This is an optimization exercise on Yosys and OpenROAD, whose aim is small area, not a production implementation.
The RTL was checked by simulation tests, not by an equivalence proof against the original design.
In runs 1 to 6 and 8 the design's own scripts or RTL, not TritonCTS, make the clock network.
The clock input has no modelled driver; a real chip could not lean on it and would need a root buffer or a full tree.
Power is estimated from default activity; no workload was simulated.

**flow/config.mk**
```make
export PLATFORM = sky130hd
export DESIGN_NAME = todoPID
export DESIGN_NICKNAME = todoPID
export VERILOG_FILES = /design/flow/design.v
export SDC_FILE = /design/flow/constraint.sdc
export NUM_CORES = 4
export LEC_CHECK = 0
export CAP_MARGIN = 20
export CORE_MARGIN = 2
export CORE_UTILIZATION = 40
export SLEW_MARGIN = 20
```
**flow/constraint.sdc**
```tcl
create_clock -name core_clock -period 10.0 [get_ports {clk}]
set_input_delay 2.0000 -clock core_clock [delete_from_list [all_inputs] [get_ports {clk}]]
set_output_delay 2.0000 -clock core_clock [all_outputs]
set_load 0.01 [all_outputs]
```
**flow/design.v**
```verilog
`timescale 1ns / 1ps
module rca #(parameter N = 8) (a, b, ci, s);
input [N-1:0] a, b;
input ci;
output [N-1:0] s;
wire [N:0] c;
assign c[0] = ci;
genvar i;
generate for (i = 0; i < N; i = i + 1) begin : fa
  assign s[i] = a[i] ^ b[i] ^ c[i];
  assign c[i+1] = (a[i] & b[i]) | (c[i] & (a[i] ^ b[i]));
end endgenerate
endmodule
`timescale 1ns / 1ps
module todoPID(clk,rst,yactual,referencia,ena2,PWMin);
input clk,rst;
input [8:0]yactual,referencia;
output reg ena2;
output reg [17:0]PWMin;
reg [5:0]  L;
reg [8:0]  H;
reg [17:0] J;       
reg [8:0]  yp;      
wire w = ena2;
wire k8  = ~w & L[3] & ~L[2] & ~L[1] & ~L[0];
wire k12 = ~w & L[3] &  L[2] & ~L[1] & ~L[0];
wire k13 = ~w & L[3] &  L[2] & ~L[1] &  L[0];
wire k16 = ~w & L[4] & ~L[1] & ~L[0];
wire k18 = ~w & L[4] &  L[1];
wire last = w & H[8] & H[7] & H[2] & H[1] & L[5] & L[3] & L[0];  
wire [5:0] Ln;
rca #(6) incl(L, 6'd0, 1'b1, Ln);
wire [8:0] Hn;
rca #(9) inch(H, 9'd0, w & (&L), Hn);
wire [8:0] e;
rca #(9) sub_e(referencia & {9{k8}}, ~yactual & {9{k8}}, k8, e);
wire [11:0] e7;
rca #(12) mul7({e[8],e,3'b0}, ~{{3{e[8]}},e}, 1'b1, e7);
wire [17:0] je;
rca #(18) add_j(J, {{6{e7[11]}},e7}, 1'b0, je);
wire [8:0] nd;
rca #(9) sub_d(~yactual & {9{k12}}, yp, 1'b0, nd);
wire [16:0] Jh = J[17:1];
wire [16:0] pwh;
wire ts1 = Jh[6] ^ H[3];
wire tc2 = Jh[6] & H[3];
wire ts3 = Jh[7] ^ H[4] ^ H[7];
wire tc4 = (Jh[7] & H[4]) | (H[7] & (Jh[7] ^ H[4]));
wire ts5 = Jh[8] ^ H[5] ^ H[8];
wire tc6 = (Jh[8] & H[5]) | (H[8] & (Jh[8] ^ H[5]));
wire ts7 = Jh[3] ^ H[0] ^ H[3];
wire tc8 = (Jh[3] & H[0]) | (H[3] & (Jh[3] ^ H[0]));
wire ts9 = Jh[4] ^ H[1] ^ H[4];
wire tc10 = (Jh[4] & H[1]) | (H[4] & (Jh[4] ^ H[1]));
wire ts11 = yp[1] ^ yp[3];
wire tc12 = yp[1] & yp[3];
wire ts13 = Jh[5] ^ H[2] ^ H[5];
wire tc14 = (Jh[5] & H[2]) | (H[5] & (Jh[5] ^ H[2]));
wire ts15 = yp[2] ^ yp[4] ^ yp[5];
wire tc16 = (yp[2] & yp[4]) | (yp[5] & (yp[2] ^ yp[4]));
wire ts17 = ts1 ^ H[6] ^ yp[0];
wire tc18 = (ts1 & H[6]) | (yp[0] & (ts1 ^ H[6]));
wire ts19 = yp[3] ^ yp[5] ^ yp[6];
wire tc20 = (yp[3] & yp[5]) | (yp[6] & (yp[3] ^ yp[5]));
wire ts21 = ts3 ^ yp[1] ^ yp[4];
wire tc22 = (ts3 & yp[1]) | (yp[4] & (ts3 ^ yp[1]));
wire ts23 = yp[6] ^ yp[7] ^ tc2;
wire tc24 = (yp[6] & yp[7]) | (tc2 & (yp[6] ^ yp[7]));
wire ts25 = ts5 ^ yp[2] ^ yp[5];
wire tc26 = (ts5 & yp[2]) | (yp[5] & (ts5 ^ yp[2]));
wire ts27 = yp[7] ^ yp[8] ^ tc4;
wire tc28 = (yp[7] & yp[8]) | (tc4 & (yp[7] ^ yp[8]));
wire ts29 = Jh[9] ^ H[6] ^ yp[3];
wire tc30 = (Jh[9] & H[6]) | (yp[3] & (Jh[9] ^ H[6]));
wire ts31 = yp[6] ^ yp[8] ^ tc6;
wire tc32 = (yp[6] & yp[8]) | (tc6 & (yp[6] ^ yp[8]));
wire ts33 = Jh[10] ^ H[7] ^ yp[4];
wire tc34 = (Jh[10] & H[7]) | (yp[4] & (Jh[10] ^ H[7]));
wire ts35 = Jh[11] ^ H[8];
wire tc36 = Jh[11] & H[8];
wire ts37 = Jh[1] ^ H[1];
wire tc38 = Jh[1] & H[1];
wire ts39 = Jh[2] ^ H[2] ^ yp[1];
wire tc40 = (Jh[2] & H[2]) | (yp[1] & (Jh[2] ^ H[2]));
wire ts41 = ts7 ^ yp[0] ^ yp[2];
wire tc42 = (ts7 & yp[0]) | (yp[2] & (ts7 ^ yp[0]));
wire ts43 = ts9 ^ ts11 ^ yp[4];
wire tc44 = (ts9 & ts11) | (yp[4] & (ts9 ^ ts11));
wire ts45 = ts13 ^ ts15 ^ tc10;
wire tc46 = (ts13 & ts15) | (tc10 & (ts13 ^ ts15));
wire ts47 = ts17 ^ ts19 ^ tc14;
wire tc48 = (ts17 & ts19) | (tc14 & (ts17 ^ ts19));
wire ts49 = ts21 ^ ts23 ^ tc18;
wire tc50 = (ts21 & ts23) | (tc18 & (ts21 ^ ts23));
wire ts51 = ts25 ^ ts27 ^ tc22;
wire tc52 = (ts25 & ts27) | (tc22 & (ts25 ^ ts27));
wire ts53 = ts29 ^ ts31 ^ tc26;
wire tc54 = (ts29 & ts31) | (tc26 & (ts29 ^ ts31));
wire ts55 = ts33 ^ yp[7] ^ tc30;
wire tc56 = (ts33 & yp[7]) | (tc30 & (ts33 ^ yp[7]));
wire ts57 = ts35 ^ yp[5] ^ yp[8];
wire tc58 = (ts35 & yp[5]) | (yp[8] & (ts35 ^ yp[5]));
wire ts59 = Jh[12] ^ yp[6];
wire tc60 = Jh[12] & yp[6];
wire ts61 = Jh[0] ^ H[0];
wire tc62 = Jh[0] & H[0];
wire ts63 = ts37 ^ yp[0] ^ yp[1];
wire tc64 = (ts37 & yp[0]) | (yp[1] & (ts37 ^ yp[0]));
wire ts65 = ts39 ^ yp[2] ^ tc38;
wire tc66 = (ts39 & yp[2]) | (tc38 & (ts39 ^ yp[2]));
wire ts67 = ts41 ^ yp[3] ^ tc40;
wire tc68 = (ts41 & yp[3]) | (tc40 & (ts41 ^ yp[3]));
wire ts69 = ts43 ^ tc8 ^ tc42;
wire tc70 = (ts43 & tc8) | (tc42 & (ts43 ^ tc8));
wire ts71 = ts45 ^ tc12 ^ tc44;
wire tc72 = (ts45 & tc12) | (tc44 & (ts45 ^ tc12));
wire ts73 = ts47 ^ tc16 ^ tc46;
wire tc74 = (ts47 & tc16) | (tc46 & (ts47 ^ tc16));
wire ts75 = ts49 ^ tc20 ^ tc48;
wire tc76 = (ts49 & tc20) | (tc48 & (ts49 ^ tc20));
wire ts77 = ts51 ^ tc24 ^ tc50;
wire tc78 = (ts51 & tc24) | (tc50 & (ts51 ^ tc24));
wire ts79 = ts53 ^ tc28 ^ tc52;
wire tc80 = (ts53 & tc28) | (tc52 & (ts53 ^ tc28));
wire ts81 = ts55 ^ tc32 ^ tc54;
wire tc82 = (ts55 & tc32) | (tc54 & (ts55 ^ tc32));
wire ts83 = ts57 ^ tc34 ^ tc56;
wire tc84 = (ts57 & tc34) | (tc56 & (ts57 ^ tc34));
wire ts85 = ts59 ^ tc36 ^ tc58;
wire tc86 = (ts59 & tc36) | (tc58 & (ts59 ^ tc36));
wire ts87 = Jh[13] ^ yp[7] ^ tc60;
wire tc88 = (Jh[13] & yp[7]) | (tc60 & (Jh[13] ^ yp[7]));
wire ts89 = Jh[14] ^ yp[8];
wire tc90 = Jh[14] & yp[8];
wire ps0 = ts61 ^ yp[0];
wire pc0 = ts61 & yp[0];
wire ps1 = ts63 ^ tc62 ^ pc0;
wire pc1 = (ts63 & tc62) | (pc0 & (ts63 ^ tc62));
wire ps2 = ts65 ^ tc64 ^ pc1;
wire pc2 = (ts65 & tc64) | (pc1 & (ts65 ^ tc64));
wire ps3 = ts67 ^ tc66 ^ pc2;
wire pc3 = (ts67 & tc66) | (pc2 & (ts67 ^ tc66));
wire ps4 = ts69 ^ tc68 ^ pc3;
wire pc4 = (ts69 & tc68) | (pc3 & (ts69 ^ tc68));
wire ps5 = ts71 ^ tc70 ^ pc4;
wire pc5 = (ts71 & tc70) | (pc4 & (ts71 ^ tc70));
wire ps6 = ts73 ^ tc72 ^ pc5;
wire pc6 = (ts73 & tc72) | (pc5 & (ts73 ^ tc72));
wire ps7 = ts75 ^ tc74 ^ pc6;
wire pc7 = (ts75 & tc74) | (pc6 & (ts75 ^ tc74));
wire ps8 = ts77 ^ tc76 ^ pc7;
wire pc8 = (ts77 & tc76) | (pc7 & (ts77 ^ tc76));
wire ps9 = ts79 ^ tc78 ^ pc8;
wire pc9 = (ts79 & tc78) | (pc8 & (ts79 ^ tc78));
wire ps10 = ts81 ^ tc80 ^ pc9;
wire pc10 = (ts81 & tc80) | (pc9 & (ts81 ^ tc80));
wire ps11 = ts83 ^ tc82 ^ pc10;
wire pc11 = (ts83 & tc82) | (pc10 & (ts83 ^ tc82));
wire ps12 = ts85 ^ tc84 ^ pc11;
wire pc12 = (ts85 & tc84) | (pc11 & (ts85 ^ tc84));
wire ps13 = ts87 ^ tc86 ^ pc12;
wire pc13 = (ts87 & tc86) | (pc12 & (ts87 ^ tc86));
wire ps14 = ts89 ^ tc88 ^ pc13;
wire pc14 = (ts89 & tc88) | (pc13 & (ts89 ^ tc88));
wire ps15 = Jh[15] ^ tc90 ^ pc14;
wire pc15 = (Jh[15] & tc90) | (pc14 & (Jh[15] ^ tc90));
wire ps16 = Jh[16] ^ pc15;
wire pc16 = Jh[16] & pc15;
assign pwh = {ps16, ps15, ps14, ps13, ps12, ps11, ps10, ps9, ps8, ps7, ps6, ps5, ps4, ps3, ps2, ps1, ps0};
always @(posedge clk) begin
  if (rst | last) begin
    L <= 0; ena2 <= 0;
  end else begin
    L <= Ln;
    if (k18) ena2 <= 1'b1;
  end
  if (k8) H <= {yactual[8], ~yactual[7:0]};
  else if (w) H <= Hn;
  else if (L[4]) H <= 0;
  if (rst) begin
    J <= 18'd219304; yp <= 0; PWMin <= 0;
  end else begin
    J <= je;
    if (k12) yp <= {~nd[8], nd[7:0]};
    if (k13) PWMin <= {pwh, J[0]};
    if (k16) yp <= yactual;
  end
end
endmodule
```
**flow/flow/run.sh**
```bash
#!/bin/bash
# Own layout flow: the standard synthesis; then the full adders are used in
# the polarity that needs fewer inverters (flow/fixpol.py) and the plain logic
# around them is re-mapped with ABC (flow/reabc.tcl), twice; then the standard flow's
# standard layout steps, with buf_1 port buffers and a one-level clock tree
# (flow/cts_manual.tcl: the flip-flops split into a few groups by location, one
# clock buffer per group, driven from the clock port).
set -euo pipefail
R=orfs/results/$FLOW_PLATFORM/todoPID/base
export PRE_CTS_TCL="$PWD/flow/cts_manual.tcl"
export MANUAL_CTS_PORT=clk MANUAL_CTS_GROUPS=${MANUAL_CTS_GROUPS:-4} MANUAL_CTS_BUF=${MANUAL_CTS_BUF:-sky130_fd_sc_hd__clkbuf_8}
export BUFFER_PORTS_ARGS="-buffer_cell sky130_fd_sc_hd__buf_1"
bash standard.sh synth > synth.log 2>&1
cp $R/1_2_yosys.v synth_standard.v
YOSYS=yosys
[ -x "$FLOW_HOME/../tools/install/yosys/bin/yosys" ] && YOSYS="$FLOW_HOME/../tools/install/yosys/bin/yosys"
export LIB="$FLOW_HOME/platforms/$FLOW_PLATFORM/lib/sky130_fd_sc_hd__tt_025C_1v80.lib"
export NETLIST="$PWD/$R/1_2_yosys.v"
export DELAY_PS=$(python3 -c "print(int(round(float('$FLOW_PERIOD_NS') * 1000)))")
export DONT_USE="$(make -s -C "$FLOW_HOME" DESIGN_CONFIG="$PWD/config.mk" WORK_HOME="$PWD/orfs" print-DONT_USE_CELLS 2>/dev/null | sed 's/^DONT_USE_CELLS[:=] *//' | tail -1)"
echo "DONT_USE: $DONT_USE" > reabc.log
for pass in 1 2; do
  python3 flow/fixpol.py "$NETLIST" >> fixpol.log 2>&1
  "$YOSYS" -c flow/reabc.tcl >> reabc.log 2>&1
done
cp $R/1_2_yosys.v synth_final.v
rm -f $R/1_synth.odb
bash standard.sh finish > layout.log 2>&1
```
**flow/flow/cts_manual.tcl**
```tcl
# Sourced by ORFS's CTS step before it builds the clock tree (PRE_CTS_TCL).
# Replaces TritonCTS with a one-level tree: the clock sinks are split by
# location into MANUAL_CTS_GROUPS groups (k-means), and each group gets one
# clock buffer at its centre, driven straight from the clock port. The rest
# of the CTS step (legalization, timing repair) runs as usual.
rename clock_tree_synthesis _orfs_clock_tree_synthesis
proc clock_tree_synthesis {args} {
  set block [ord::get_db_block]
  set ngroups $::env(MANUAL_CTS_GROUPS)
  set master [[ord::get_db] findMaster $::env(MANUAL_CTS_BUF)]
  set port [$block findBTerm $::env(MANUAL_CTS_PORT)]
  set clknet [$port getNet]
  set sinks {}
  foreach it [$clknet getITerms] {
    set inst [$it getInst]
    set bb [$inst getBBox]
    set x [expr {([$bb xMin] + [$bb xMax]) / 2.0}]
    set y [expr {([$bb yMin] + [$bb yMax]) / 2.0}]
    lappend sinks [list $it $x $y]
  }
  set n [llength $sinks]
  puts "manual CTS: $n sinks on [$clknet getName], $ngroups groups of [$master getName]"
  # k-means, started from sinks spread along x
  set sorted [lsort -real -index 1 $sinks]
  set cx {}; set cy {}
  for {set g 0} {$g < $ngroups} {incr g} {
    set s [lindex $sorted [expr {int(($g + 0.5) * $n / $ngroups)}]]
    lappend cx [lindex $s 1]; lappend cy [lindex $s 2]
  }
  for {set iter 0} {$iter < 50} {incr iter} {
    set assign {}
    foreach s $sinks {
      set best 0; set bd 1e30
      for {set g 0} {$g < $ngroups} {incr g} {
        set d [expr {abs([lindex $s 1] - [lindex $cx $g]) + abs([lindex $s 2] - [lindex $cy $g])}]
        if {$d < $bd} { set bd $d; set best $g }
      }
      lappend assign $best
    }
    set nx {}; set ny {}
    for {set g 0} {$g < $ngroups} {incr g} {
      set sx 0; set sy 0; set c 0
      foreach s $sinks a $assign {
        if {$a == $g} { set sx [expr {$sx + [lindex $s 1]}]; set sy [expr {$sy + [lindex $s 2]}]; incr c }
      }
      if {$c > 0} { lappend nx [expr {$sx / $c}]; lappend ny [expr {$sy / $c}] } else { lappend nx [lindex $cx $g]; lappend ny [lindex $cy $g] }
    }
    set cx $nx; set cy $ny
  }
  for {set g 0} {$g < $ngroups} {incr g} {
    set net [odb::dbNet_create $block "clknet_m$g"]
    $net setSigType CLOCK
    set buf [odb::dbInst_create $block $master "clkbuf_m$g"]
    [$buf findITerm A] connect $clknet
    [$buf findITerm X] connect $net
    set c 0
    foreach s $sinks a $assign {
      if {$a == $g} { set it [lindex $s 0]; $it disconnect; $it connect $net; incr c }
    }
    set w [[$buf getMaster] getWidth]
    $buf setLocation [expr {int([lindex $cx $g] - $w / 2)}] [expr {int([lindex $cy $g])}]
    $buf setPlacementStatus PLACED
    puts "manual CTS: group $g: $c sinks, buffer at ([lindex $cx $g], [lindex $cy $g])"
  }
  set_propagated_clock [all_clocks]
}
```
**flow/flow/fixpol.py**
```python
#!/usr/bin/env python3
"""Push inverters through full-adder cells of a flat Yosys netlist.

A full adder is self-dual: FA(~a, ~b, ~c) = (~sum, ~cout). For each
sky130 fa cell, try using it in the other polarity (complementing its three
inputs and both outputs) and keep the change when the netlist ends up with
fewer inverter cells. The logic function of every net that existed before is
unchanged; only inverters are added or removed around the full adders.

usage: fixpol.py NETLIST.v  (rewrites the file in place)
"""
import copy, re, sys

INV = 'sky130_fd_sc_hd__inv_1'

def parse(text):
    cell_re = re.compile(r'^[ \t]*(sky130_fd_sc_hd__\w+)\s+(\S+)\s*\((.*?)\);[ \t]*\n', re.S | re.M)
    cells = {}
    order = []
    spans = []
    for m in cell_re.finditer(text):
        pins = {}
        for p, v in re.findall(r'\.(\w+)\(\s*(.*?)\s*\)', m.group(3), re.S):
            pins[p] = v.strip()
        cells[m.group(2)] = {'type': m.group(1), 'pins': pins}
        order.append(m.group(2))
        spans.append((m.start(), m.end()))
    return cells, order, spans

OUTS = ('X', 'Y', 'Q', 'Q_N', 'SUM', 'COUT', 'HI', 'LO')

def is_inv(c):
    return re.search(r'__(clk)?inv_\d+$', c['type']) is not None

class Net:
    def __init__(self, cells, fixed):
        self.cells = cells
        self.fixed = fixed
        self.n = 0
        self.rebuild()
    def rebuild(self):
        self.drv = {}
        self.lds = {}
        for name, c in self.cells.items():
            for p, v in c['pins'].items():
                if p in OUTS:
                    self.drv[v] = name
                else:
                    self.lds.setdefault(v, set()).add((name, p))
    def connect(self, cell, pin, net):
        old = self.cells[cell]['pins'].get(pin)
        if old is not None:
            if pin in OUTS:
                if self.drv.get(old) == cell:
                    del self.drv[old]
            else:
                self.lds.get(old, set()).discard((cell, pin))
        self.cells[cell]['pins'][pin] = net
        if pin in OUTS:
            self.drv[net] = cell
        else:
            self.lds.setdefault(net, set()).add((cell, pin))
    def remove(self, cell):
        for p, v in self.cells[cell]['pins'].items():
            if p in OUTS:
                if self.drv.get(v) == cell:
                    del self.drv[v]
            else:
                self.lds.get(v, set()).discard((cell, p))
        del self.cells[cell]
    def fresh(self, base):
        while True:
            self.n += 1
            name = '_fp%s%d_' % (base, self.n)
            if name not in self.drv and name not in self.lds:
                return name
    def new_inv(self, a):
        y = self.fresh('n')
        name = self.fresh('i')
        self.cells[name] = {'type': INV, 'pins': {}}
        self.connect(name, 'A', a)
        self.connect(name, 'Y', y)
        return y
    def inv_of(self, net):
        for (c, p) in self.lds.get(net, ()):
            if p == 'A' and is_inv(self.cells[c]):
                return self.cells[c]['pins']['Y']
        return None
    def move_loads(self, src, dst):
        for (c, p) in list(self.lds.get(src, ())):
            self.connect(c, p, dst)
    def flip(self, f):
        pins = self.cells[f]['pins']
        for p in ('A', 'B', 'CIN'):
            x = pins[p]
            d = self.drv.get(x)
            if d is not None and is_inv(self.cells[d]):
                self.connect(f, p, self.cells[d]['pins']['A'])
            else:
                y = self.inv_of(x) or self.new_inv(x)
                self.connect(f, p, y)
        for p in ('SUM', 'COUT'):
            o = pins[p]
            o2 = self.fresh('o')
            self.connect(f, p, o2)
            for (c, q) in list(self.lds.get(o, ())):
                if c in self.cells and q == 'A' and is_inv(self.cells[c]) \
                        and self.cells[c]['pins']['Y'] not in self.fixed:
                    t = self.cells[c]['pins']['Y']
                    self.remove(c)
                    self.move_loads(t, o2)
            if self.lds.get(o) or o in self.fixed:
                name = self.fresh('i')
                self.cells[name] = {'type': INV, 'pins': {}}
                self.connect(name, 'A', o2)
                self.connect(name, 'Y', o)
        self.cleanup()
    def cleanup(self):
        changed = True
        while changed:
            changed = False
            for name in list(self.cells):
                c = self.cells.get(name)
                if c is None or not is_inv(c):
                    continue
                y = c['pins']['Y']
                if not self.lds.get(y) and y not in self.fixed:
                    self.remove(name); changed = True; continue
                d = self.drv.get(c['pins']['A'])
                if d is not None and is_inv(self.cells[d]) and y not in self.fixed:
                    self.move_loads(y, self.cells[d]['pins']['A'])
                    self.remove(name); changed = True
    def ninv(self):
        return sum(1 for c in self.cells.values() if is_inv(c))

def main():
    path = sys.argv[1]
    text = open(path).read()
    cells, order, spans = parse(text)
    body = text[:spans[0][0]] + ''.join(
        text[spans[i][1]:spans[i + 1][0]] for i in range(len(spans) - 1)) + text[spans[-1][1]:]
    fixed = set()
    for m in re.finditer(r'^\s*(input|output|inout)\s+(\[[^\]]*\]\s*)?([^;]+);', body, re.M):
        for n in m.group(3).split(','):
            n = n.strip()
            if m.group(2):
                lo, hi = sorted(int(x) for x in re.findall(r'\d+', m.group(2)))
                fixed.update('%s[%d]' % (n, i) for i in range(lo, hi + 1))
            fixed.add(n)
    for m in re.finditer(r'^\s*assign\s+(.*?);', body, re.M | re.S):
        for tok in re.findall(r'\\\S+|[A-Za-z_][\w$]*(?:\s*\[\d+\])?', m.group(1)):
            fixed.add(re.sub(r'\s+', '', tok))
    net = Net(cells, fixed)
    before = net.ninv()
    fas = [n for n in order if re.search(r'__fa_\d+$', cells[n]['type'])]
    # carry chains: runs of full adders linked COUT -> CIN (through at most one inverter)
    def nxt(nt, f):
        o = nt.cells[f]['pins']['COUT']
        for (c, p) in nt.lds.get(o, ()):
            if p == 'CIN' and c in fas:
                return c
            if p == 'A' and is_inv(nt.cells[c]):
                for (c2, p2) in nt.lds.get(nt.cells[c]['pins']['Y'], ()):
                    if p2 == 'CIN' and c2 in fas:
                        return c2
        return None
    def chains(nt):
        succ = {f: nxt(nt, f) for f in fas}
        heads = set(fas) - set(v for v in succ.values() if v)
        out = []
        for h in heads:
            ch = [h]
            while succ[ch[-1]] and len(ch) < 64:
                ch.append(succ[ch[-1]])
            out.append(ch)
        return out
    for it in range(20):
        improved = False
        cands = [[f] for f in fas]
        for ch in chains(net):
            for i in range(len(ch)):
                for j in range(i + 2, len(ch) + 1):
                    cands.append(ch[i:j])
        for group in cands:
            if any(f not in net.cells for f in group):
                continue
            trial = copy.deepcopy(net)
            for f in group:
                trial.flip(f)
            if trial.ninv() < net.ninv():
                net = trial
                improved = True
        if not improved:
            break
    after = net.ninv()
    # write back: header/wires/assigns as they were, then every cell
    nets_new = sorted({v for c in net.cells.values() for v in c['pins'].values() if v.startswith('_fp')})
    head_end = body.index(';', body.index('module')) + 1
    decl = ''.join('  wire %s;\n' % n for n in nets_new)
    endm = body.rindex('endmodule')
    out = body[:head_end] + '\n' + decl + body[head_end:endm]
    for name, c in net.cells.items():
        pins = ',\n'.join('    .%s(%s )' % (p, v) for p, v in c['pins'].items())
        out += '  %s %s (\n%s\n  );\n' % (c['type'], name, pins)
    out += body[endm:]
    open(path, 'w').write(out)
    print('fixpol: %d full adders, inverters %d -> %d' % (len(fas), before, after))

main()
```
**flow/flow/reabc.tcl**
```tcl
# Re-map the plain logic of the synthesized netlist with ABC, keeping the
# full/half adders and the flip-flops (and so every register name) as they are.
yosys read_liberty -ignore_miss_func $::env(LIB)
yosys read_verilog $::env(NETLIST)
yosys hierarchy -top $::env(FLOW_TOP)
yosys setattr -mod -set blackbox 1 sky130_fd_sc_hd__fa_* sky130_fd_sc_hd__ha_* sky130_fd_sc_hd__df* sky130_fd_sc_hd__edf* sky130_fd_sc_hd__sdf* sky130_fd_sc_hd__conb_*
yosys flatten
yosys opt -purge
set du {}
foreach c $::env(DONT_USE) { lappend du -dont_use $c }
yosys abc -liberty $::env(LIB) {*}$du -D $::env(DELAY_PS)
yosys opt_clean -purge
yosys stat -liberty $::env(LIB)
yosys write_verilog -noattr -nohex -nodec $::env(NETLIST)
```
**flow/standard.sh**
```bash
#!/bin/bash
# synth_recipe.tcl (not shown) runs the flow's synth.tcl, then flattens the netlist and writes it again
# the make line also repeats each setting of config.mk as NAME=value (left out here)
make -C /OpenROAD-flow-scripts/flow DESIGN_CONFIG=/design/flow/config.mk WORK_HOME=/design/flow/orfs CLKGATE_MAP_FILE= SYNTH_SCRIPT=/design/flow/synth_recipe.tcl "${@:-finish}"
```
==> results.json, run 1 <==
{
  "worst_pin_slew_ps": 674.3,
  "placed_cells": 577,
  "first_pass_iters": 4,
  "fin_nets": 580,
  "path_buf_inv": 5,
  "core-area_um2": 10890,
  "crit_arrival_ps": 9730,
  "final-hold-violation-count": 0,
  "dieArea_um2": 12040,
  "synthesis.area_um2": 4472,
  "r2r-end": "J[16]",
  "dp_hpwl_mm": 7.308,
  "clk_pin_slew_ps": 110,
  "globalRouteOverflowTotal": 0,
  "final_common_cell": "fa_1",
  "yosys_warnings": 2,
  "layout_setup_ws_ps": 331.9,
  "grt_use_total_pct": 16.68,
  "fin_cells": 582,
  "io_pins": 39,
  "drc": 0,
  "crit_start": "yactual[0]",
  "crit_path_end_kind": "flop",
  "globalplace.congestion": 0.8473,
  "path_common_cell": "fa_2",
  "crit_path_start_kind": "primary input",
  "fin_crit_sh_pct": 96.68,
  "cp_slowest_cell": "fa_1",
  "antenna_left": 0,
  "pre_cts_ws_ps": -173.6,
  "power.leakage_nw": 2.050,
  "layout-drive-gt1-share_pct": 5.882,
  "area_growth_pct": 10.74,
  "cts_hold_buf": 0,
  "timing.fmax_mhz": 103.4,
  "maxCapViolations": 0,
  "cp_num_cells": 28,
  "die_w_um": 109.7,
  "r2r_slack_ps": 950,
  "final_cell_mix": "fa_1 (78), nand2_1 (63), dfxtp_1 (52)",
  "die_y_um": 109.7,
  "io_buffers": 38,
  "hold_class": "reg2reg",
  "drtIter0Drc": 125,
  "syn_inst": 390,
  "relSlewSlack_pct": 55.05,
  "r2r_cells": 29,
  "critPathMaxStageDelay_ps": 570,
  "initial_core_util_pct": 41.07,
  "path_max_fanout": 3,
  "required_ps": 10070,
  "critical_path_class": "in2reg",
  "powerDensity_nw_per_um2": 88.39,
  "routed_via_density": 5.005,
  "num_rows": 38,
  "finalClockSkew_ps": 16.64,
  "synth_area_per_cell_um2": 11.47,
  "setup_viol": 0,
  "rsz0062_at_grt": "no",
  "maxSlewViolCount": 0,
  "wl_mm": 8.920,
  "r2r-start": "ena2",
  "antenna_cells": 0,
  "syn-num-nets": 526,
  "endpoint": "J[16]",
  "post-route-min-period_ps": 9668,
  "grt_max_degree": 42,
  "grt_pass1_vias": 3120,
  "clk_latency_ps": 170,
  "grt_pass1_wl_mm": 15.53,
  "wire_per_inst_um": 15.33,
  "crit_family": "adder cells",
  "vias": 2913,
  "antenna_found_initial": 0,
  "status": "complete, no violations",
  "ir_drop_v": 0.00006978,
  "num-fill-cells": 1049
}
worst min path at each step:
stage          cells past startpoint         to      start
4_1_cts                            2  PWMin[15]  PWMin[15]
6_report                           2   PWMin[0]   PWMin[0]
2_1_floorplan                      1       L[0]       L[0]
5_1_grt                            2   PWMin[0]   PWMin[0]
3_5_place_dp                       2  PWMin[15]  PWMin[15]
3_3_place_gp                       2   PWMin[2]   PWMin[2]
state kept, by name, summed over array words and instances, names as in the netlist:
signal  flops
L           6
yp          9
PWMin      18
J          18
ena2        1
H           9
repair_timing:
item	in CTS	in global routing
resized for setup	0	12
buffers inserted	0	1
endpoints found under the setup margin	0	2
power by group:
| group | internal (mW) | switching (mW) | leakage, nW |
|---|---|---|---|
| Clock | 0.0372 | 0.0682 | 0.0288 |
| Combinational | 0.0322 | 0.0360 | 1.51 |
| Sequential | 0.256 | 0.00816 | 0.515 |
| Total | 0.325 | 0.112 | 2.05 |
routing by layer:
layer	share of wire [%]	GRT usage (%)	up-vias
li1	-	-	1366
met1	42	21.77	1472
met2	51	30.47	59
met3	3.8	1.067	16
met4	2.9	3.617	0
met5	0	0	-
worst reg2reg max path: cells and delay by family (launching register included):
family / cells / cell delay [ps]
compound gates: 2 / 210
simple gates: 3 / 1190
buf+inv: 5 / 460
flops: 1 / 480
fa+ha+maj: 19 / 6630
through the flow:
step | power [mW] | setup TNS (ps) | util [%] | hold slack [ps] | instance area [µm²]
finish | 0.4377 | 0 | 45.48 | 459.0 | 4952
global route | 0.4659 | 0 | 45.48 | 487.0 | 4952
detailed placement | 0.3395 | -315.3 | 44.61 | 448.2 | 4857
CTS | 0.4434 | 0 | 45.12 | 464.6 | 4912
floorplan | 0.3189 | 0 | - | 429.0 | 4472
global placement | 0.3367 | -38.48 | 44.61 | 442.1 | 4857
final cells by class:
class,count,area [µm²],share of cell area (%)
Multi-Input combinational cell,303,3095,62.51
Sequential cell,61,1311,26.48
Timing Repair Buffer,48,217.7,4.396
Tap cell,140,175.2,3.537
Inverter,26,97.59,1.971
Buffer,4,55.05,1.112
==> run 2: changes to the inputs <==
--- a/flow/config.mk
+++ b/flow/config.mk
@@ -7,5 +7,5 @@
 export LEC_CHECK = 0
 export CAP_MARGIN = 20
 export CORE_MARGIN = 2
-export CORE_UTILIZATION = 40
+export CORE_UTILIZATION = 70
 export SLEW_MARGIN = 20
==> results.json, run 2 <==
{
  "cts_setup_buffers": 0,
  "power.leakage_nw": 2.046,
  "seqCellArea_um2": 1311,
  "hold_path_end": "PWMin[12]",
  "placed_cells": 515,
  "num-fill-cells": 441,
  "path_max_fanout": 2,
  "maxSlewViolCount": 0,
  "grt_use_total_pct": 27.05,
  "clk_latency_ps": 160,
  "powerDensity_nw_per_um2": 89.18,
  "multi_input_area_um2": 3083,
  "grt_pass1_vias": 3149,
  "maxCapViolations": 0,
  "routed_via_density": 5.607,
  "syn-num-nets": 526,
  "synthesis.area_um2": 4472,
  "timing.fmax_mhz": 104.0,
  "fin_cells": 519,
  "layout-drive-gt1-share_pct": 4.751,
  "r2r-end": "J[17]",
  "vias": 2910,
  "crit_path_start_kind": "primary input",
  "relSlewSlack_pct": 43.47,
  "drc": 0,
  "antenna_left": 0,
  "ir_drop_v": 0.00009000,
  "cp_slowest_cell": "fa_1",
  "setup_viol": 0,
  "crit_start": "yactual[0]",
  "final_area_um2": 4861,
  "drtIter0Drc": 87,
  "largestRegisters": "J x18, PWMin x18",
  "io_buffers": 38,
  "finalClockSkew_ps": 21.31,
  "crit_arrival_ps": 9670,
  "die_w_um": 83.93,
  "antenna_cells": 0,
  "num_rows": 29,
  "first_pass_iters": 4,
  "syn_inst": 390,
  "io_pins": 39,
  "timing.hold.ws_ps": 457.5,
  "dieArea_um2": 7043,
  "rsz0062_at_grt": "no",
  "grt_max_degree": 42,
  "globalplace.congestion": 0.8820,
  "initial_core_util_pct": 71.24,
  "met2_usage_pct": 47.35,
  "wl_mm": 8.483,
  "globalRouteOverflowTotal": 0,
  "worstHoldStart": "PWMin[12]",
  "r2r_slack_ps": 970,
  "hold-path-cell-count": 2,
  "final_common_cell": "fa_1",
  "path_buf_inv": 5,
  "path_common_cell": "fa_1",
  "crit_path_end_kind": "flop",
  "r2r_cells": 32,
  "wire_per_inst_um": 16.34,
  "r2r-start": "ena2",
  "yosys_warnings": 2,
  "fin_nets": 580,
  "cts_hold_buf": 0,
  "hold_class": "reg2reg",
  "use_met1_pct": 37.90,
  "die_y_um": 83.93,
  "crit_family": "adder cells",
  "final-hold-violation-count": 0,
  "grt_pass1_wl_mm": 15.11,
  "dp_hpwl_mm": 6.920,
  "status": "complete, no violations",
  "tns_ps": 0,
  "final_cell_mix": "fa_1 (83), nand2_1 (63), dfxtp_1 (52)",
  "clk_pin_slew_ps": 100,
  "critPathMaxStageDelay_ps": 500,
  "busiest_layer": "met2",
  "area_growth_pct": 8.702,
  "required_ps": 10060,
  "place_area_um2": 4786,
  "critical_path_class": "in2reg",
  "post-route-min-period_ps": 9612,
  "core-area_um2": 6277,
  "grt_use_met3_pct": 2.077,
  "worst_pin_slew_ps": 847.9,
  "synth_area_per_cell_um2": 11.47,
  "antenna_found_initial": 0,
  "fin_crit_sh_pct": 96.12
}
run 2: cell count changes in the layout (fill, tap and decap cells not counted):
| cell | before | now |
|---|---|---|
| fa_2 | 11 | 6 |
| fa_1 | 78 | 83 |
run 2: worst reg2reg max path, delay by kind of cell (launching register included):
kind            cells  cell delay [ps]
fa+ha+maj          19             6610
compound gates      2              190
buf+inv             7              790
xor+xnor            1              170
simple gates        3              730
flops               1              480
run 2: how the worst max path moves through the flow:
stage / to / slack, ps / cells past startpoint
floorplan: J[16] / 210 / 28
global placement: J[16] / 10 / 28
detailed placement: J[17] / -90 / 29
CTS: J[17] / 100 / 29
global route: J[16] / 50 / 28
finish: J[17] / 390 / 29
run 2: repair_timing:
item                       4_1_cts  5_1_grt
hold endpoints to repair         0        0
setup endpoints to repair        0        2
resized for setup                0        7
run 2: metrics by stage:
step / total power, mW / util [%] / setup slack, ps
final: 0.4335 / 77.44 / 387.9
after global routing: 0.4576 / 77.44 / 45.25
after floorplan: 0.3189 / - / 205.3
after CTS: 0.4356 / 77.12 / 99.29
after detailed placement: 0.3403 / 76.24 / -90.40
after global placement: 0.3368 / 76.24 / 10.90
run 2: metal layers:
layer,routed length (µm),part of all wire [%],vias up
met2,4301,51,66
li1,-,-,1368
met3,412,4.9,14
met1,3569,42,1462
met5,0,0,-
met4,199,2.3,0
run 2: area by class of cell:
class	instances	share of cell area, %
multi-input cells	303	63.42
well taps	77	1.982
plain buffers	4	1.133
flip-flops and latches	61	26.98
inverters	26	2.008
repair buffers	48	4.479
run 2: report_power, final:
group / switching, mW / total [mW] / internal, mW
Sequential: 0.00859 / 0.264 / 0.256
Combinational: 0.0368 / 0.0700 / 0.0333
Clock: 0.0620 / 0.0990 / 0.0371
==> run 3: changes to the inputs <==
--- a/flow/config.mk
+++ b/flow/config.mk
@@ -8,4 +8,5 @@
 export CAP_MARGIN = 20
 export CORE_MARGIN = 2
 export CORE_UTILIZATION = 70
+export GPL_TIMING_DRIVEN = 0
 export SLEW_MARGIN = 20
==> results.json, run 3 <==
{
  "clk_pin_slew_ps": 100,
  "setup_viol": 0,
  "wl_mm": 8.568,
  "finalClockSkew_ps": 30.13,
  "initial_core_util_pct": 71.24,
  "critPathMaxStageDelay_ps": 560,
  "core-area_um2": 6277,
  "busiest_layer": "met2",
  "dieArea_um2": 7043,
  "num_rows": 29,
  "crit_arrival_ps": 9690,
  "io_buffers": 38,
  "synthesis.area_um2": 4472,
  "synth_area_per_cell_um2": 11.47,
  "total_power_mw": 0.4348,
  "routed_via_density": 5.661,
  "globalplace.congestion": 0.8258,
  "p_clk_share_pct": 23.4,
  "hold_class": "reg2reg",
  "grt_use_total_pct": 27.37,
  "fin_nets": 572,
  "use_met1_pct": 36.83,
  "power_switching_mw": 0.1092,
  "worstHoldStart": "PWMin[4]",
  "crit_path_end_kind": "flop",
  "antenna_found_initial": 0,
  "final_common_cell": "fa_1",
  "globalRouteOverflowTotal": 0,
  "combPwrFrac_pct": 15.9,
  "r2r-end": "J[16]",
  "grt_max_degree": 42,
  "grt_pass1_vias": 3185,
  "drc": 0,
  "layout-drive-gt1-share_pct": 4.839,
  "post-route-min-period_ps": 9643,
  "fin_crit_sh_pct": 96.43,
  "syn-num-nets": 526,
  "die_y_um": 83.93,
  "powerDensity_nw_per_um2": 90.22,
  "hold_path_end": "PWMin[4]",
  "cp_slowest_cell": "fa_2",
  "path_max_fanout": 3,
  "netSwitchingFraction_pct": 25.11,
  "wire_per_inst_um": 16.77,
  "grt_use_met3_pct": 0.8902,
  "yosys_warnings": 2,
  "die_w_um": 83.93,
  "seqPwrFrac_pct": 60.7,
  "timing.fmax_mhz": 103.7,
  "area_growth_pct": 7.778,
  "status": "complete, no violations",
  "multi_input_area_um2": 3100,
  "antenna_left": 0,
  "critical_path_class": "in2reg",
  "worst_pin_slew_ps": 937.4,
  "power.leakage_nw": 2.010,
  "maxCapViolations": 0,
  "antenna_cells": 0,
  "vias": 2893,
  "placed_cells": 505,
  "required_ps": 10050,
  "grt_pass1_wl_mm": 15.28,
  "clk_latency_ps": 170,
  "final_cell_mix": "fa_1 (78), nand2_1 (63), dfxtp_1 (52)",
  "rsz0062_at_grt": "no",
  "cts_hold_buf": 0,
  "hold-path-cell-count": 2,
  "path_common_cell": "fa_2",
  "largestRegisters": "J x18, PWMin x18",
  "relSlewSlack_pct": 37.44,
  "r2r-start": "ena2",
  "ir_drop_v": 0.0001212,
  "p_int_mw": 0.3256,
  "num-fill-cells": 440,
  "fin_cells": 511,
  "dp_hpwl_mm": 6.965,
  "r2r_slack_ps": 740,
  "maxSlewViolCount": 0,
  "syn_inst": 390,
  "seqCellArea_um2": 1311,
  "r2r_cells": 29,
  "final-hold-violation-count": 0,
  "crit_path_start_kind": "primary input",
  "drtIter0Drc": 135,
  "io_pins": 39,
  "met2_usage_pct": 49.31,
  "first_pass_iters": 4
}
==> run 3: area by class of cell <==
cell class,count,area share [%]
Tap cell,77,1.999
Timing Repair Buffer,40,3.297
Inverter,26,2.025
Buffer,4,1.142
Multi-Input combinational cell,303,64.33
Sequential cell,61,27.21
==> run 3: stage by stage <==
| stage | setup TNS, ps | hold slack (ps) | instance area [µm²] | utilization [%] | setup WS, ps |
|---|---|---|---|---|---|
| floorplan | 0 | 429.0 | 4472 | - | 205.3 |
| global placement | -329.7 | 440.6 | 4711 | 75.04 | -165.3 |
| detailed placement | -590.8 | 445.6 | 4715 | 75.10 | -302.1 |
| CTS | 0 | 456.0 | 4802 | 76.50 | 41.80 |
| global route | 0 | 474.7 | 4820 | 76.78 | 28.36 |
| finish | 0 | 454.4 | 4820 | 76.78 | 357.3 |
==> run 3: power groups by stage <==
stage / clock network [mW] / logic (mW) / registers (mW)
after floorplan: 0 / 0.0511 / 0.268
after global placement: 0 / 0.0656 / 0.270
after detailed placement: 0 / 0.0690 / 0.270
after CTS: 0.104 / 0.0705 / 0.264
after global routing: 0.112 / 0.0817 / 0.265
final: 0.102 / 0.0690 / 0.264
==> run 3: metal layers <==
| layer | vias up | routed length (µm) |
|---|---|---|
| met5 | - | 0 |
| met4 | 0 | 336 |
| met3 | 25 | 237 |
| met2 | 55 | 4524 |
| met1 | 1457 | 3470 |
| li1 | 1356 | - |
==> run 3: worst max-delay path by stage <==
stage,from,end,depth (start not counted)
detailed placement,yactual[0],J[16],29
floorplan,yactual[0],J[16],28
global placement,yactual[0],J[16],29
global route,yactual[0],J[17],29
CTS,yactual[0],J[16],28
finish,yactual[0],J[16],28
==> run 3: timing repair <==
item	in CTS	in global routing
endpoints found under the setup margin	2	2
endpoints found under the hold margin	0	0
resized for setup	6	7
buffers inserted	2	0
pin swaps	2	2
==> run 3: worst max-delay path: cells and delay by family <==
family,cells,cell delay [ps]
adders and majority gates,19,6470
and+or+nand+nor,2,600
buffers and inverters,6,460
AOI/OAI and AO/OA,1,150
==> run 4: changes to the inputs <==
--- a/flow/design.v
+++ b/flow/design.v
@@ -32,12 +32,15 @@
 rca #(6) incl(L, 6'd0, 1'b1, Ln);
 wire [8:0] Hn;
 rca #(9) inch(H, 9'd0, w & (&L), Hn);
-wire [8:0] e;
-rca #(9) sub_e(referencia & {9{k8}}, ~yactual & {9{k8}}, k8, e);
-wire [11:0] e7;
-rca #(12) mul7({e[8],e,3'b0}, ~{{3{e[8]}},e}, 1'b1, e7);
+wire [8:0] e0;
+rca #(9) sub_e(referencia, ~yactual, 1'b1, e0);
+wire [8:0] e = e0 & {9{k8}};
+wire [17:0] ca = {{6{e[8]}},e,3'b0};
+wire [17:0] cb = ~{{9{e[8]}},e};
+wire [17:0] cs = J ^ ca ^ cb;
+wire [17:0] cc = (J & ca) | (cb & (J ^ ca));
 wire [17:0] je;
-rca #(18) add_j(J, {{6{e7[11]}},e7}, 1'b0, je);
+rca #(18) add_j(cs, {cc[16:0],1'b1}, 1'b0, je);
 wire [8:0] nd;
 rca #(9) sub_d(~yactual & {9{k12}}, yp, 1'b0, nd);
 wire [16:0] Jh = J[17:1];
@@ -174,9 +177,7 @@
     L <= Ln;
     if (k18) ena2 <= 1'b1;
   end
-  if (k8) H <= {yactual[8], ~yactual[7:0]};
-  else if (w) H <= Hn;
-  else if (L[4]) H <= 0;
+  H <= k8 ? {yactual[8], ~yactual[7:0]} : (Hn & {9{w | ~L[4]}});
   if (rst) begin
     J <= 18'd219304; yp <= 0; PWMin <= 0;
   end else begin
==> results.json, run 4 <==
{
  "final_common_cell": "fa_1",
  "grt_pass1_wl_mm": 13.99,
  "finalClockSkew_ps": 45.11,
  "synthesis.area_um2": 4329,
  "io_pins": 39,
  "rsz0062_at_grt": "no",
  "fin_nets": 547,
  "ir_drop_v": 0.0001525,
  "antenna_left": 0,
  "final-hold-violation-count": 0,
  "grt_max_degree": 35,
  "largestRegisters": "J x18, PWMin x18",
  "num_rows": 28,
  "grt_use_met3_pct": 2.174,
  "globalRouteOverflowTotal": 0,
  "crit_path_start_kind": "primary input",
  "dp_hpwl_mm": 6.604,
  "status": "complete, no violations",
  "power.leakage_nw": 1.963,
  "tns_ps": 0,
  "timing.fmax_mhz": 106.9,
  "fin_crit_sh_pct": 93.53,
  "wl_mm": 8.154,
  "hold_class": "reg2reg",
  "required_ps": 10050,
  "maxCapViolations": 0,
  "maxSlewViolCount": 0,
  "cts_setup_buffers": 0,
  "initial_core_util_pct": 72.69,
  "busiest_layer": "met2",
  "globalplace.congestion": 0.8513,
  "post-route-min-period_ps": 9353,
  "vias": 2750,
  "crit_family": "adder cells",
  "met2_usage_pct": 49.84,
  "use_met1_pct": 36.83,
  "cp_slowest_cell": "fa_1",
  "first_pass_iters": 4,
  "clk_latency_ps": 170,
  "fin_cells": 484,
  "yosys_warnings": 1,
  "worst_pin_slew_ps": 771.5,
  "post_cts_resized": 0,
  "io_buffers": 38,
  "path_max_fanout": 4,
  "clk_pin_slew_ps": 90,
  "crit_arrival_ps": 9400,
  "dieArea_um2": 6829,
  "syn_inst": 366,
  "relSlewSlack_pct": 48.41,
  "final_cell_mix": "fa_1 (91), dfxtp_1 (61), nand2_1 (59)",
  "setup_viol": 0,
  "routed_via_density": 5.682,
  "drc": 0,
  "drtIter0Drc": 79,
  "powerDensity_nw_per_um2": 147.9,
  "grt_pass1_vias": 2919,
  "area_growth_pct": 7.225,
  "path_buf_inv": 3,
  "die_y_um": 82.64,
  "critPathMaxStageDelay_ps": 550,
  "cts_hold_buf": 0,
  "path_common_cell": "fa_1",
  "wire_per_inst_um": 16.85,
  "antenna_found_initial": 0,
  "core-area_um2": 5956,
  "crit_path_end_kind": "flop",
  "critical_path_class": "in2reg",
  "antenna_cells": 0,
  "placed_cells": 480,
  "grt_use_total_pct": 27.43,
  "synth_area_per_cell_um2": 11.83,
  "layout-drive-gt1-share_pct": 1.467,
  "total_power_mw": 0.6864,
  "die_w_um": 82.64,
  "syn-num-nets": 502
}
## run 4: cell types whose count changed in the layout (fill, tap and decap cells not counted), moves of 8 or more
cell / delta
a311oi_1: +8
dfxtp_1: +9
fa_1: +13
fa_2: -11
o21ai_0: -16
a22o_1: +8
edfxtp_1: -9
## run 4: cell type report
| cell class | count | area [µm²] |
|---|---|---|
| inverters | 23 | 86.33 |
| multi-input cells | 282 | 3022 |
| plain buffers | 4 | 55.05 |
| fillers | 397 | 1314 |
| repair buffers | 39 | 163.9 |
| flip-flops and latches | 61 | 1221 |
| well taps | 75 | 93.84 |
## run 4: metrics by stage
| stage | hold slack [ps] | setup slack, ps | utilization (%) | cell area [µm²] |
|---|---|---|---|---|
| global placement | 441.6 | 529.5 | 76.66 | 4566 |
| global route | 478.9 | 316.8 | 77.94 | 4642 |
| finish | 452.7 | 646.9 | 77.94 | 4642 |
| detailed placement | 445.1 | 467.2 | 77.02 | 4587 |
| floorplan | 430.1 | 1001 | - | 4329 |
| CTS | 456.0 | 626.8 | 77.94 | 4642 |
## run 4: power by group
part / internal, mW / total [mW] / switching, mW / leakage [nW]
Clock: 0.0371 / 0.102 / 0.0652 / 0.0288
Combinational: 0.139 / 0.278 / 0.139 / 1.44
Sequential: 0.271 / 0.306 / 0.0347 / 0.496
Total: 0.448 / 0.686 / 0.239 / 1.96
## run 4: worst reg2reg max path, cell delays in order, from the launching register on
cell and delay [ps]:
dfxtp_1 390, nor3_1 420, and3b_1 660, nand2b_1 200, ha_1 360, fa_1 450
fa_1 390, fa_1 390, fa_1 380, fa_1 390, fa_1 390, fa_1 390
fa_1 390, fa_1 380, fa_1 420, fa_1 380, clkinv_1 60, fa_1 170
fa_1 180, fa_1 180, fa_1 180, fa_1 180, xor2_1 170, xnor2_1 130
nand2b_1 70
## run 4: final timing paths
path	start	endpoint	slack, ps	depth (start not counted)
worst max register to register	ena2	J[17]	2160	24
worst max-delay path	yactual[0]	J[17]	650	26
worst min register to register	PWMin[3]	PWMin[3]	450	2
worst min-delay path	PWMin[3]	PWMin[3]	450	2
## run 4: metal layers
layer,vias to the layer above,routed length (µm)
li1,1287,-
met2,67,4245
met1,1383,3412
met3,13,333
met4,0,164
met5,-,0
==> run 5: changes to the inputs <==
--- a/flow/design.v
+++ b/flow/design.v
@@ -32,17 +32,16 @@
 rca #(6) incl(L, 6'd0, 1'b1, Ln);
 wire [8:0] Hn;
 rca #(9) inch(H, 9'd0, w & (&L), Hn);
-wire [8:0] e0;
-rca #(9) sub_e(referencia, ~yactual, 1'b1, e0);
-wire [8:0] e = e0 & {9{k8}};
+wire [8:0] dx;
+rca #(9) sub(k8 ? referencia : yp, ~yactual, k8, dx);
+wire [8:0] e = dx & {9{k8}};    
+wire [8:0] nd = dx;
 wire [17:0] ca = {{6{e[8]}},e,3'b0};
 wire [17:0] cb = ~{{9{e[8]}},e};
 wire [17:0] cs = J ^ ca ^ cb;
 wire [17:0] cc = (J & ca) | (cb & (J ^ ca));
 wire [17:0] je;
 rca #(18) add_j(cs, {cc[16:0],1'b1}, 1'b0, je);
-wire [8:0] nd;
-rca #(9) sub_d(~yactual & {9{k12}}, yp, 1'b0, nd);
 wire [16:0] Jh = J[17:1];
 wire [16:0] pwh;
 wire ts1 = Jh[6] ^ H[3];
==> results.json, run 5 <==
{
  "status": "complete, no violations",
  "io_buffers": 38,
  "power.leakage_nw": 1.760,
  "required_ps": 10060,
  "relSlewSlack_pct": 43.59,
  "hold_class": "reg2reg",
  "fin_nets": 529,
  "final-hold-violation-count": 0,
  "critical_path_class": "in2reg",
  "drtIter0Drc": 155,
  "place_area_um2": 4476,
  "initial_core_util_pct": 71.96,
  "rsz0062_at_grt": "no",
  "fin_crit_sh_pct": 97.20,
  "final_common_cell": "fa_1",
  "finalClockSkew_ps": 13.94,
  "timing.fmax_mhz": 102.9,
  "maxCapViolations": 0,
  "clk_pin_slew_ps": 100,
  "synthesis.area_um2": 4210,
  "vias": 2757,
  "final_area_um2": 4557,
  "drc": 0,
  "largestRegisters": "J x18, PWMin x18",
  "synth_area_per_cell_um2": 11.89,
  "grt_max_degree": 31,
  "globalRouteOverflowTotal": 0,
  "syn-num-nets": 484,
  "crit_arrival_ps": 9780,
  "num_rows": 28,
  "routed_via_density": 5.841,
  "clk_latency_ps": 160,
  "grt_pass1_vias": 2814,
  "syn_inst": 354,
  "globalplace.congestion": 0.8464,
  "tns_ps": 0,
  "antenna_left": 0,
  "wl_mm": 8.237,
  "grt_use_total_pct": 27.45,
  "dieArea_um2": 6651,
  "antenna_cells": 0,
  "crit_path_end_kind": "flop",
  "antenna_found_initial": 0,
  "worst_pin_slew_ps": 846.2,
  "final_cell_mix": "fa_1 (78), dfxtp_1 (61), nand2_1 (45)",
  "path_max_fanout": 2,
  "area_growth_pct": 8.232,
  "yosys_warnings": 1,
  "die_w_um": 81.56,
  "crit_path_start_kind": "primary input",
  "maxSlewViolCount": 0,
  "cts_hold_buf": 0,
  "post-route-min-period_ps": 9720,
  "setup_viol": 0,
  "cts_setup_buffers": 0,
  "dp_hpwl_mm": 6.624,
  "powerDensity_nw_per_um2": 189.5,
  "ir_drop_v": 0.0001852,
  "die_y_um": 81.56,
  "core-area_um2": 5851,
  "grt_pass1_wl_mm": 13.65,
  "first_pass_iters": 5,
  "io_pins": 39,
  "layout-drive-gt1-share_pct": 4.030,
  "wire_per_inst_um": 17.45
}
run 5: changes by cell type in the layout (fill, tap and decap cells not counted), sizes merged, moves of 5 or more:
cell    previous run  this run
a211oi             1         6
o22ai              0         5
clkinv            23        18
fa                91        85
or3                0         7
mux2i              0         7
nand2             59        45
nor2              24        15
a311oi             8         0
o21ai              2        10
a22o               8         1
run 5: timing repair:
| action | CTS | global route |
|---|---|---|
| gates resized for setup | 9 | 4 |
| endpoints found under the setup margin | 3 | 2 |
| pin swaps | 0 | 5 |
run 5: area by class of cell:
| class | instances | area, µm² |
|---|---|---|
| Multi-Input combinational cell | 275 | 2947 |
| Sequential cell | 61 | 1221 |
| Timing Repair Buffer | 39 | 171.4 |
| Tap cell | 75 | 93.84 |
| Inverter | 18 | 68.82 |
| Buffer | 4 | 55.05 |
| Fill cell | 397 | 1294 |
run 5: through the flow:
step	power (mW)	cells	utilization, %	hold slack, ps	worst slack [ps]
2_1_floorplan	0.6709	354	-	430.1	172.6
3_3_place_gp	0.7408	467	76.01	440.5	-223.4
3_5_place_dp	0.7756	468	76.50	445.3	-463.8
4_1_cts	0.8766	472	77.76	458.6	25.87
5_1_grt	0.9705	472	77.89	476.2	5.004
6_report	0.8635	472	77.89	455.5	279.6
run 5: worst max-delay path: stages:
cell and delay, ps:
buf_1 70, nor2_1 40, or2_1 240, fa_2 380
fa_2 370, fa_2 360, fa_2 370, fa_2 390
fa_2 380, fa_1 490, or3_1 430, fa_1 480
fa_1 440, fa_1 390, fa_1 390, fa_1 390
fa_1 390, fa_1 370, clkinv_1 60, fa_1 170
fa_1 190, fa_2 210, fa_1 180, fa_1 180
xor2_1 190, xnor2_1 150, nand2b_1 70
run 5: worst paths after layout:
check | from | end | slack, ps | depth (start not counted)
setup / recovery | referencia[0] | J[17] | 280 | 27
hold / removal | PWMin[8] | PWMin[8] | 460 | 2
setup reg to reg | ena2 | J[17] | 410 | 29
hold reg to reg | PWMin[8] | PWMin[8] | 460 | 2
run 5: metal layers:
layer  GRT usage, %  wire [µm]  vias to the layer above
met3          2.418        493                       19
li1               -          -                     1274
met4          5.424        187                        0
met5              0          0                        -
met1          36.45       3409                     1375
met2          49.67       4147                       89
run 5: power by group:
group | internal, mW | leakage [nW] | switching, mW
Combinational | 0.227 | 1.24 | 0.223
Sequential | 0.273 | 0.497 | 0.0380
Clock | 0.0371 | 0.0288 | 0.0651
==> run 6: changes to the inputs <==
--- a/flow/flow/reabc.tcl
+++ b/flow/flow/reabc.tcl
@@ -8,7 +8,7 @@
 yosys opt -purge
 set du {}
 foreach c $::env(DONT_USE) { lappend du -dont_use $c }
-yosys abc -liberty $::env(LIB) {*}$du -D $::env(DELAY_PS)
+yosys abc -liberty $::env(LIB) {*}$du -script "+strash;dch,-f;amap;topo"
 yosys opt_clean -purge
 yosys stat -liberty $::env(LIB)
 yosys write_verilog -noattr -nohex -nodec $::env(NETLIST)
==> results.json, run 6 <==
{
  "clk_latency_ps": 170,
  "vias": 2737,
  "place_area_um2": 4390,
  "grt_pass1_vias": 2881,
  "antenna_found_initial": 0,
  "pre_cts_ws_ps": 12.47,
  "num_rows": 27,
  "wl_mm": 8.402,
  "relSlewSlack_pct": 48.87,
  "grt_use_total_pct": 28.21,
  "final-hold-violation-count": 0,
  "total_power_mw": 0.8974,
  "required_ps": 10040,
  "initial_core_util_pct": 73.63,
  "finalClockSkew_ps": 27.20,
  "synthesis.area_um2": 4129,
  "power.leakage_nw": 1.732,
  "yosys_warnings": 1,
  "antenna_cells": 0,
  "drtIter0Drc": 191,
  "crit_arrival_ps": 9770,
  "crit_path_start_kind": "primary input",
  "critical_path_class": "in2reg",
  "io_pins": 39,
  "timing.fmax_mhz": 102.8,
  "fin_nets": 524,
  "area_growth_pct": 8.788,
  "drc": 0,
  "powerDensity_nw_per_um2": 199.8,
  "final_util_pct": 80.10,
  "syn-num-nets": 476,
  "final_area_um2": 4492,
  "globalplace.congestion": 0.8261,
  "globalRouteOverflowTotal": 0,
  "largestRegisters": "J x18, PWMin x18",
  "ir_drop_v": 0.0001774,
  "dp_hpwl_mm": 6.673,
  "maxCapViolations": 0,
  "clk_pin_slew_ps": 90,
  "post-route-min-period_ps": 9724,
  "grt_pass1_wl_mm": 13.88,
  "num-fill-cells": 370,
  "hold_class": "reg2reg",
  "crit_path_end_kind": "flop",
  "syn_inst": 346,
  "layout-drive-gt1-share_pct": 3.571,
  "io_buffers": 38,
  "dieArea_um2": 6529,
  "fin_crit_sh_pct": 97.24,
  "path_max_fanout": 2,
  "grt_max_degree": 29,
  "worst_pin_slew_ps": 765.1,
  "layout_setup_ws_ps": 276.0,
  "setup_viol": 0,
  "final_common_cell": "fa_1",
  "status": "complete, no violations",
  "die_y_um": 80.80,
  "cts_hold_buf": 0,
  "maxSlewViolCount": 0,
  "antenna_left": 0,
  "routed_via_density": 5.899,
  "die_w_um": 80.80,
  "wire_per_inst_um": 18.11,
  "final_cell_mix": "fa_1 (85), dfxtp_1 (61), nor2_1 (49)",
  "core-area_um2": 5608,
  "synth_area_per_cell_um2": 11.93,
  "first_pass_iters": 4
}
==> run 6: metal layers <==
metal  GRT usage, %  up-vias  part of all wire (%)
met3          2.444       13                   4.2
met1          37.59     1403                    41
li1               -     1253                     -
met4          7.288        0                   1.4
met2          50.41       68                    54
met5              0        -                     0
==> run 6: metrics by stage <==
| stage | cells | setup TNS, ps | hold WS (ps) |
|---|---|---|---|
| floorplan | 346 | 0 | 429.6 |
| global placement | 456 | 0 | 470.7 |
| detailed placement | 457 | 0 | 478.0 |
| CTS | 461 | 0 | 506.5 |
| global route | 464 | -36.62 | 531.7 |
| finish | 464 | 0 | 504.5 |
==> run 6: report_power, final <==
group	internal (mW)	switching, mW	total (mW)
Clock	0.0371	0.0645	0.102
Combinational	0.244	0.241	0.485
Sequential	0.273	0.0377	0.311
==> run 6: area by class of cell <==
cell class	instances	area [µm²]	share of cell area [%]
repair buffers	42	193.9	4.318
flip-flops and latches	61	1221	27.19
inverters	31	120.1	2.674
well taps	72	90.09	2.006
plain buffers	4	55.05	1.226
multi-input cells	254	2811	62.59
==> run 6: repair_timing <==
action                                  4_1_cts  5_1_grt
gates resized for setup                       0        8
endpoints found under the setup margin        0        4
setup buffers                                 0        3
==> run 6: final timing paths <==
kind            startpoint       end  slack [ps]  cells past startpoint
max          referencia[0]     J[17]         280                     26
min               PWMin[8]  PWMin[8]         500                      2
max reg2reg           ena2     J[17]         480                     30
min reg2reg       PWMin[8]  PWMin[8]         500                      2
==> run 6: worst max-delay path, stage by stage <==
cell	delay (ps)
buf_1	70
o22ai_1	120
fa_1	480
fa_1	440
fa_1	440
fa_1	440
fa_1	460
fa_1	440
fa_1	420
fa_1	510
nor2_4	160
clkinv_1	120
fa_1	520
fa_1	190
fa_1	180
fa_1	180
fa_1	180
fa_1	170
clkinv_1	70
fa_1	370
fa_1	400
fa_1	400
fa_1	400
fa_1	390
o21ai_0	160
nand2_1	70
==> run 7: changes to the inputs <==
--- a/flow/flow/run.sh
+++ b/flow/flow/run.sh
@@ -1,7 +1,7 @@
 #!/bin/bash
 # Own layout flow: the standard synthesis; then the full adders are used in
 # the polarity that needs fewer inverters (flow/fixpol.py) and the plain logic
-# around them is re-mapped with ABC (flow/reabc.tcl), twice; then the standard flow's
+# around them is re-mapped with ABC for area (flow/reabc.tcl), twice; then the standard flow's
 # standard layout steps, with buf_1 port buffers and a one-level clock tree
 # (flow/cts_manual.tcl: the flip-flops split into a few groups by location, one
 # clock buffer per group, driven from the clock port).
--- a/flow/config.mk
+++ b/flow/config.mk
@@ -7,6 +7,6 @@
 export LEC_CHECK = 0
 export CAP_MARGIN = 20
 export CORE_MARGIN = 2
-export CORE_UTILIZATION = 70
+export CORE_UTILIZATION = 85
 export GPL_TIMING_DRIVEN = 0
 export SLEW_MARGIN = 20
==> results.json, run 7 <==
{
  "yosys_warnings": 1,
  "syn_inst": 346,
  "place_area_um2": 4340,
  "syn-num-nets": 476,
  "cts_setup_buffers": 0,
  "error_line": "[ERROR GRT-0232] Routing congestion too high. Check the congestion heatmap in the GUI.",
  "synthesis.area_um2": 4129,
  "grt_worst_setup_endpoint": "J[16]$_SDFF_PP1_/D",
  "num_rows": 25,
  "synth_area_per_cell_um2": 11.93,
  "io_pins": 39,
  "endpoint_type": "register data pin",
  "dp_hpwl_mm": 8.402,
  "die_w_um": 73.70,
  "lastStage": "5_1_grt",
  "grt_max_degree": 44,
  "cts_hold_buf": 0,
  "initial_core_util_pct": 88.00,
  "globalplace.congestion": 0.8863,
  "status": "stopped before the end",
  "io_buffers": 38,
  "die_y_um": 73.70,
  "globalRouteOverflowTotal": 1,
  "grt_use_total_pct": 66.77
}
run 7: worst min path at each step:
stage / endpoint / slack (ps) / depth (start not counted)
after global placement: L[0] / 470 / 1
after detailed placement: L[0] / 480 / 1
after floorplan: L[0] / 430 / 1
after CTS: PWMin[13] / 510 / 2
run 7: through the flow:
step	total power, mW	setup WS [ps]	instances	util (%)
2_1_floorplan	0.6941	540.6	346	-
3_3_place_gp	0.7689	143.3	438	92.48
3_5_place_dp	0.8456	-182.6	438	92.51
4_1_cts	0.9664	38.19	442	93.73
run 7: power by group through the flow:
stage          registers [mW]  logic (mW)  clock network, mW
4_1_cts                 0.315       0.552              0.100
3_5_place_dp            0.319       0.526                  0
3_3_place_gp            0.316       0.453                  0
2_1_floorplan           0.307       0.387                  0
run 7: layer usage:
| layer | GRT usage (%) | overflow |
|---|---|---|
| met4 | 63.23 | 0 |
| met5 | 10.10 | 0 |
| met2 | 86.31 | 1 |
| met3 | 46.50 | 0 |
| met1 | 69.14 | 0 |
run 7: timing repair:
item                       in CTS
resized for setup               2
setup endpoints to repair       3
hold endpoints to repair        0
==> run 8: changes to the inputs <==
--- a/flow/config.mk
+++ b/flow/config.mk
@@ -7,6 +7,6 @@
 export LEC_CHECK = 0
 export CAP_MARGIN = 20
 export CORE_MARGIN = 2
-export CORE_UTILIZATION = 85
+export CORE_UTILIZATION = 70
 export GPL_TIMING_DRIVEN = 0
 export SLEW_MARGIN = 20
==> results.json, run 8 <==
{
  "critPathMaxStageDelay_ps": 520,
  "path_common_cell": "fa_1",
  "fin_nets": 524,
  "first_pass_iters": 4,
  "crit_arrival_ps": 9770,
  "finalClockSkew_ps": 27.20,
  "place_area_um2": 4390,
  "hold_class": "reg2reg",
  "power.leakage_nw": 1.732,
  "final_cell_mix": "fa_1 (85), dfxtp_1 (61), nor2_1 (49)",
  "drtIter0Drc": 191,
  "wire_per_inst_um": 18.11,
  "grt_use_total_pct": 28.21,
  "maxCapViolations": 0,
  "timing.hold.ws_ps": 504.5,
  "vias": 2737,
  "wl_mm": 8.402,
  "post-route-min-period_ps": 9724,
  "required_ps": 10040,
  "syn_inst": 346,
  "total_power_mw": 0.8974,
  "pre_cts_ws_ps": 12.47,
  "globalplace.congestion": 0.8261,
  "initial_core_util_pct": 73.63,
  "routed_via_density": 5.899,
  "die_w_um": 80.80,
  "syn-num-nets": 476,
  "fin_crit_sh_pct": 97.24,
  "crit_path_start_kind": "primary input",
  "crit_family": "adder cells",
  "synth_area_per_cell_um2": 11.93,
  "globalRouteOverflowTotal": 0,
  "core-area_um2": 5608,
  "grt_pass1_wl_mm": 13.88,
  "layout-drive-gt1-share_pct": 3.571,
  "antenna_left": 0,
  "layout_setup_ws_ps": 276.0,
  "dp_hpwl_mm": 6.673,
  "path_max_fanout": 2,
  "yosys_warnings": 1,
  "timing.fmax_mhz": 102.8,
  "grt_max_degree": 29,
  "drc": 0,
  "ir_drop_v": 0.0001774,
  "powerDensity_nw_per_um2": 199.8,
  "crit_path_end_kind": "flop",
  "path_buf_inv": 3,
  "cp_slowest_cell": "fa_1",
  "final-hold-violation-count": 0,
  "num_rows": 27,
  "synthesis.area_um2": 4129,
  "clk_pin_slew_ps": 90,
  "largestRegisters": "J x18, PWMin x18",
  "area_growth_pct": 8.788,
  "io_buffers": 38,
  "final_common_cell": "fa_1",
  "maxSlewViolCount": 0,
  "setup_viol": 0,
  "critical_path_class": "in2reg",
  "antenna_found_initial": 0,
  "grt_pass1_vias": 2881,
  "io_pins": 39,
  "final_area_um2": 4492,
  "final_util_pct": 80.10,
  "status": "complete, no violations",
  "dieArea_um2": 6529,
  "clk_latency_ps": 170,
  "worst_pin_slew_ps": 765.1,
  "antenna_cells": 0,
  "die_y_um": 80.80,
  "relSlewSlack_pct": 48.87
}
[run 8: final timing paths]
| kind | startpoint | slack, ps | cells past startpoint | to |
|---|---|---|---|---|
| setup / recovery | referencia[0] | 280 | 26 | J[17] |
| setup reg to reg | ena2 | 480 | 30 | J[17] |
| hold reg to reg | PWMin[8] | 500 | 2 | PWMin[8] |
| hold / removal | PWMin[8] | 500 | 2 | PWMin[8] |
[run 8: routing by layer]
| layer | wire length [µm] | global-route usage [%] | vias up |
|---|---|---|---|
| met5 | 0 | 0 | - |
| li1 | - | - | 1253 |
| met4 | 119 | 7.288 | 0 |
| met2 | 4521 | 50.41 | 68 |
| met3 | 351 | 2.444 | 13 |
| met1 | 3408 | 37.59 | 1403 |
[run 8: metrics by stage]
step,setup TNS (ps),instances
2_1_floorplan,0,346
3_3_place_gp,0,456
3_5_place_dp,0,457
4_1_cts,0,461
5_1_grt,-36.62,464
6_report,0,464
[run 8: final cells by class]
| type | instances | area (µm²) |
|---|---|---|
| Tap cell | 72 | 90.09 |
| Timing Repair Buffer | 42 | 193.9 |
| Fill cell | 370 | 1116 |
| Sequential cell | 61 | 1221 |
| Inverter | 31 | 120.1 |
| Buffer | 4 | 55.05 |
| Multi-Input combinational cell | 254 | 2811 |
[run 8: worst min-delay path, cell delays in order (launching register included)]
cell     delay [ps]
dfxtp_1         340
a22oi_1          60
nor2_1           80
[run 8: power by group]
| part | leakage, nW | switching (mW) | total (mW) | internal [mW] |
|---|---|---|---|---|
| clock network | 0.0288 | 0.0645 | 0.102 | 0.0371 |
| logic | 1.21 | 0.241 | 0.485 | 0.244 |
| registers | 0.497 | 0.0377 | 0.311 | 0.273 |
| total | 1.73 | 0.343 | 0.897 | 0.555 |
[run 8: timing repair]
action                                 CTS  global route
hold buffers                             0             0
buffers inserted                         0             3
endpoints found under the hold margin    0             0
resized for setup                        0             8
setup endpoints to repair                0             4

[port drivers added, routing unchanged]
No port has a modelled driver above. Below, the same layouts with a new extraction and two added sets of constraints. Step 1: set_driving_cell puts a clkbuf_16 on clk and a buf_2 on each other input, an assumption about the parent block. Step 2, shift: input delay + t, output delay - t, t = (earliest + latest rising clock arrival at the registers) / 2. This alone moves slack from input paths to output paths. Slacks: ideal ports / drivers / drivers and shift; pairs: ideal ports / drivers.
run	t (ns)	setup slack, ns	worst data-port slew with drivers (ns)
run 1	0.226	0.332 / 0.364 / 0.139	0.04
run 2	0.211	0.388 / 0.430 / 0.220	0.03
run 3	0.212	0.357 / 0.399 / 0.187	0.03
run 4	0.213	0.647 / 0.681 / 0.467	0.03
run 5	0.221	0.280 / 0.308 / 0.087	0.04
run 6	0.217	0.276 / 0.313 / 0.096	0.04
run 8	0.217	0.276 / 0.313 / 0.096	0.04
After both steps every run listed still meets setup and hold.
